Source: an optimization exercise on an open RTL-to-GDS flow (aim: small area and a short achievable clock period). Production flows keep margins and buffers that such runs may drop. No activity file was given, so power comes from the tool's default toggle rates.

== v20 ==
==> flow/design.v <==
module controller
(
	input  [7:0] opcode,
	output jump,
	output is_alu,
	output [1:0] kind,
	output rd_dmem,
	output wr_dmem,
	output mem_op
);
	wire hi0 = (opcode[7:3] == 5'd0);
	assign rd_dmem = hi0 & (opcode[2:0] == 3'd0);
	assign wr_dmem = hi0 & (opcode[2:0] == 3'd1);
	assign jump    = hi0 & (opcode[2:0] == 3'd2);
	assign mem_op  = hi0 & (opcode[2:1] == 2'd0);
	assign is_alu  = hi0 & (opcode[2:0] >= 3'd3) & (opcode[2:0] <= 3'd6);
	assign kind    = opcode[1:0];
endmodule
module data_memory_control
(
	input  mem_op,
	input  [7:0] d,
	output [7:0] dm_abus
);
	assign dm_abus = mem_op ? d : 8'h00;
endmodule
module instruction_control
(
	input  clk,
	input  reset,
	output im_abus_valid,
	output [7:0] im_abus_data,
	input  jump,
	input  [7:0] d
);
	reg [7:0] PC;
	always @ (posedge clk or posedge reset)
	begin
		if (reset)
			PC <= 8'hFF;
		else if (jump)
			PC <= d;
		else
			PC <= PC + 1'b1;
	end
	assign im_abus_valid = 1'b1;
	assign im_abus_data = PC;
endmodule
module alu_stage #(parameter I = 0)
(
	input  is_div,
	input  is_mul,
	input  en_q,              
	input  a_i,               
	input  [7:0] B,
	input  [7:0] xin,         
	output [7:0] xo,          
	output q
);
	localparam integer W = 8 - I;
	wire [W:0] c;
	wire [W-1:0] s, y;
	wire [7:0] x;
	genvar j;
	generate
		if (I < 7) begin : g_hi
			assign x[7:I+1] = xin[7:I+1];
		end
		if (I > 0) begin : g_lo
			assign x[I-1:0] = 8'h00;
			assign xo[I-1:0] = 8'h00;
		end
	endgenerate
	assign x[I] = a_i & ~is_mul;
	assign c[0] = is_div;
	generate
		for (j = 0; j < W; j = j + 1) begin : g_bit
			assign y[j] = is_div ? ~B[j] : (B[j] & a_i);
			assign s[j] = x[I+j] ^ y[j] ^ c[j];
			assign c[j+1] = (x[I+j] & y[j]) | (x[I+j] & c[j]) | (y[j] & c[j]);
		end
	endgenerate
	assign q = en_q & c[W];
	wire sel = is_mul | q;
	assign xo[7:I] = sel ? s : x[7:I];
endmodule
module alu_pre
(
	input  [1:0] kind,
	input  [7:0] A,
	input  [7:0] B,
	output [7:0] X,
	output [7:4] Q
);
	wire is_div = kind[1] & ~kind[0];
	wire is_mul = ~kind[1] & kind[0];
	wire [7:0] x7, x6, x5, x4;
	wire z7 = ~|B[7:1];
	wire z6 = ~|B[7:2];
	wire z5 = ~|B[7:3];
	wire z4 = ~|B[7:4];
	alu_stage #(7) s7 (.is_div(is_div), .is_mul(is_mul), .en_q(is_div & z7), .a_i(A[7]), .B(B), .xin(8'h00), .xo(x7), .q(Q[7]));
	alu_stage #(6) s6 (.is_div(is_div), .is_mul(is_mul), .en_q(is_div & z6), .a_i(A[6]), .B(B), .xin(x7), .xo(x6), .q(Q[6]));
	alu_stage #(5) s5 (.is_div(is_div), .is_mul(is_mul), .en_q(is_div & z5), .a_i(A[5]), .B(B), .xin(x6), .xo(x5), .q(Q[5]));
	alu_stage #(4) s4 (.is_div(is_div), .is_mul(is_mul), .en_q(is_div & z4), .a_i(A[4]), .B(B), .xin(x5), .xo(x4), .q(Q[4]));
	assign X = {x4[7:4], A[3:0]};
endmodule
module alu
(
	input  [1:0] kind,
	input  [7:0] A,
	input  [7:0] B,
	input  [7:4] QH,
	output [7:0] Y
);
	wire is_div = kind[1] & ~kind[0];
	wire is_mul = ~kind[1] & kind[0];
	wire is_add = kind[1] & kind[0];
	wire use_sub = ~kind[0];            
	wire [7:0] x3, x2, x1;
	wire [3:0] q;
	wire z3 = ~|B[7:5];
	wire z2 = ~|B[7:6];
	wire z1 = ~B[7];
	alu_stage #(3) s3 (.is_div(is_div), .is_mul(is_mul), .en_q(is_div & z3), .a_i(A[3]), .B(B), .xin(A), .xo(x3), .q(q[3]));
	alu_stage #(2) s2 (.is_div(is_div), .is_mul(is_mul), .en_q(is_div & z2), .a_i(A[2]), .B(B), .xin(x3), .xo(x2), .q(q[2]));
	alu_stage #(1) s1 (.is_div(is_div), .is_mul(is_mul), .en_q(is_div & z1), .a_i(A[1]), .B(B), .xin(x2), .xo(x1), .q(q[1]));
	wire [8:0] c0;
	wire [7:0] s0, y0, x0;
	assign x0[7:1] = x1[7:1];
	assign x0[0] = A[0] & ~is_mul;
	assign c0[0] = use_sub;
	genvar j;
	generate
		for (j = 0; j < 8; j = j + 1) begin : g_s0
			assign y0[j] = use_sub ? ~B[j] : (is_add ? B[j] : (B[j] & A[0]));
			assign s0[j] = x0[j] ^ y0[j] ^ c0[j];
			assign c0[j+1] = (x0[j] & y0[j]) | (x0[j] & c0[j]) | (y0[j] & c0[j]);
		end
	endgenerate
	assign q[0] = c0[8];
	assign Y = is_div ? {QH, q} : s0;
endmodule
module operation_module
(
	input  clk,
	input  reset,
	input  [7:0] d,
	input  is_alu,
	input  [1:0] kind,
	input  rd_dmem,
	input  wr_dmem,
	input  [7:0] dm_in_dbus,
	output [7:0] dm_out_dbus
);
	reg        L;         
	reg  [7:0] AC;
	reg  [7:0] op_a;      
	reg  [7:0] op_b;      
	reg  [1:0] op_k;      
	reg  [7:4] op_q;      
	wire [7:0] R;
	wire [7:0] p_x;
	wire [7:4] p_q;
	alu_pre alu_pre_inst
	(
		.kind(kind),
		.A(AC),
		.B(d),
		.X(p_x),
		.Q(p_q)
	);
	alu alu_inst
	(
		.kind(op_k),
		.A(op_a),
		.B(op_b),
		.QH(op_q),
		.Y(R)
	);
	always @ (posedge clk or posedge reset)
	begin
		if (reset)
		begin
			L    <= 1'b0;
			AC   <= 8'h00;
			op_a <= 8'h00;
			op_b <= 8'h00;
			op_k <= 2'b00;
		end
		else
		begin
			L    <= rd_dmem;
			AC   <= L ? dm_in_dbus : R;
			op_a <= is_alu ? p_x : R;
			op_b <= is_alu ? d : 8'h00;
			op_k <= is_alu ? kind : 2'b00;
		end
	end
	always @ (posedge clk)
		op_q <= p_q;
	assign dm_out_dbus = wr_dmem ? AC : 8'h00;
endmodule
module simple_cpu_top
(
	input  clk,
	input  reset,
	output im_abus_valid,
	output [ 7:0] im_abus_data,
	input  [15:0] im_dbus,
	output rd_mem,
	output wr_mem,
	output [7:0] dm_abus,
	input  [7:0] dm_in_dbus,
	output [7:0] dm_out_dbus
);
	wire [7:0] d  = im_dbus[7:0];
	wire jump, is_alu, mem_op;
	wire [1:0] kind;
	controller controller_inst
	(
		.opcode(im_dbus[15:8]),
		.jump(jump),
		.is_alu(is_alu),
		.kind(kind),
		.rd_dmem(rd_mem),
		.wr_dmem(wr_mem),
		.mem_op(mem_op)
	);
	instruction_control instruction_control_inst
	(
		.clk(clk),
		.reset(reset),
		.im_abus_valid(im_abus_valid),
		.im_abus_data(im_abus_data),
		.jump(jump),
		.d(d)
	);
	data_memory_control data_memory_control_inst
	(
		.mem_op(mem_op),
		.d(d),
		.dm_abus(dm_abus)
	);
	operation_module operation_module_inst
	(
		.clk(clk),
		.reset(reset),
		.d(d),
		.is_alu(is_alu),
		.kind(kind),
		.rd_dmem(rd_mem),
		.wr_dmem(wr_mem),
		.dm_in_dbus(dm_in_dbus),
		.dm_out_dbus(dm_out_dbus)
	);
endmodule
export LEC_CHECK = 0
export CAP_MARGIN = 20
export CORE_MARGIN = 2
export CORE_UTILIZATION = 40
export SLEW_MARGIN = 20
create_clock -name core_clock -period 34.0 [get_ports {clk}]
standard.sh (not shown) runs the stock make flow with config.mk's settings and CLKGATE_MAP_FILE= SYNTH_SCRIPT=/design/flow/synth_recipe.tcl, a recipe that flattens the netlist after the stock synthesis.
==> flow/flow/run.sh <==
#!/bin/bash
# Standard ORFS layout, with plain buf_1 cells as the port buffers and
# timing repair aiming for 20 ns of setup slack.
set -euo pipefail
bash standard.sh BUFFER_PORTS_ARGS="-buffer_cell sky130_fd_sc_hd__buf_1" SETUP_SLACK_MARGIN=20 finish > make_finish.log 2>&1
#### Input delta (v41 over v20)
Settings: CORE_UTILIZATION now 65, was 40.
==> flow/flow/run.sh <==
#!/bin/bash
# Standard ORFS layout, with plain buf_1 cells as the port buffers.
set -euo pipefail
bash standard.sh BUFFER_PORTS_ARGS="-buffer_cell sky130_fd_sc_hd__buf_1" finish > make_finish.log 2>&1
### Flow results
- v41 gives more transition at the pin with the smallest max-transition slack than v20 did.
- v41 ends up with higher effective utilization at floorplan than v20 does.
- Max via count across v41 and v20: v41
- Looking only at number of standard cells in the final layout excluding fillers, and setting everything else aside, the higher value of v41 and v20 goes to v20.
- Measured against v20, the routed metal-1 wirelength of v41 comes out at 0.849 times the reference value.
- v41 — count of clock-buffer cells in the layout 1 lower, v20 as reference
- Against v20, v41 comes in 0.28 ns higher on data arrival time of the critical path.
- Status: logic gate share of total power parity (v20, v41)
- Between v41 and v20, the difference in I/O pin count is negligible.
Edits applied to the flow inputs when going from v41 to v13:
Settings: swapping 65 for 40 in CORE_UTILIZATION.
- Re number of flip-flops and latches: no difference whatsoever between v41 and v13.
- HPWL reported at the end of detailed placement delta (v13 − v41): unfavourable
- On die area, v13 does worse than v41.
- In the route summary, v13 ends up with a via count below that of v41.
--- input diff v13..v12 ---
==> flow/flow/run.sh <==
#!/bin/bash
# Standard ORFS layout, with plain buf_1 cells as the port buffers and
# timing repair aiming for 19 ns of setup slack.
set -euo pipefail
bash standard.sh BUFFER_PORTS_ARGS="-buffer_cell sky130_fd_sc_hd__buf_1" SETUP_SLACK_MARGIN=19 finish > make_finish.log 2>&1
[summary]
Between v13 and v12, the difference in sequential power is negligible. From v12 to v13, placement row count did not move at all. Going from v13 to v12, ratio of routed vias to standard cells dropped about 0.33%, multi-input logic area climbed about 0.9%, combinational fraction of design power barely changed. When v12 is set beside v13, its combinational power turns out to be about 0.4% larger.
No functional check of the RTL was part of any run of this note.

-- re-timing with driven ports --
Ports are ideal in the flow. The routed layouts listed here were re-timed in OpenROAD.
Step 1 assumes that a clkbuf_16 drives the clock port and a buf_2 every other input.
Step 2 moves the port delays by t, midway between the first and last clock arrival at a register: inputs arrive t later, outputs are due t later. That takes back most of the time a late clock gives input paths.
a / b / c = ideal / step 1 / step 2; a / b = the first two.
run	t, ns	slack for setup (ns)	worst slew at a driven data input, ns	pins driven straight from the clock port
v20	0.320	18.922 / 18.901 / 18.901	0.03	1
v41	0.316	18.635 / 18.614 / 18.614	0.04	1
v13	0.317	18.665 / 18.645 / 18.645	0.03	1
v12	0.317	18.918 / 18.898 / 18.898	0.03	1
After both steps every run listed still meets setup and hold.
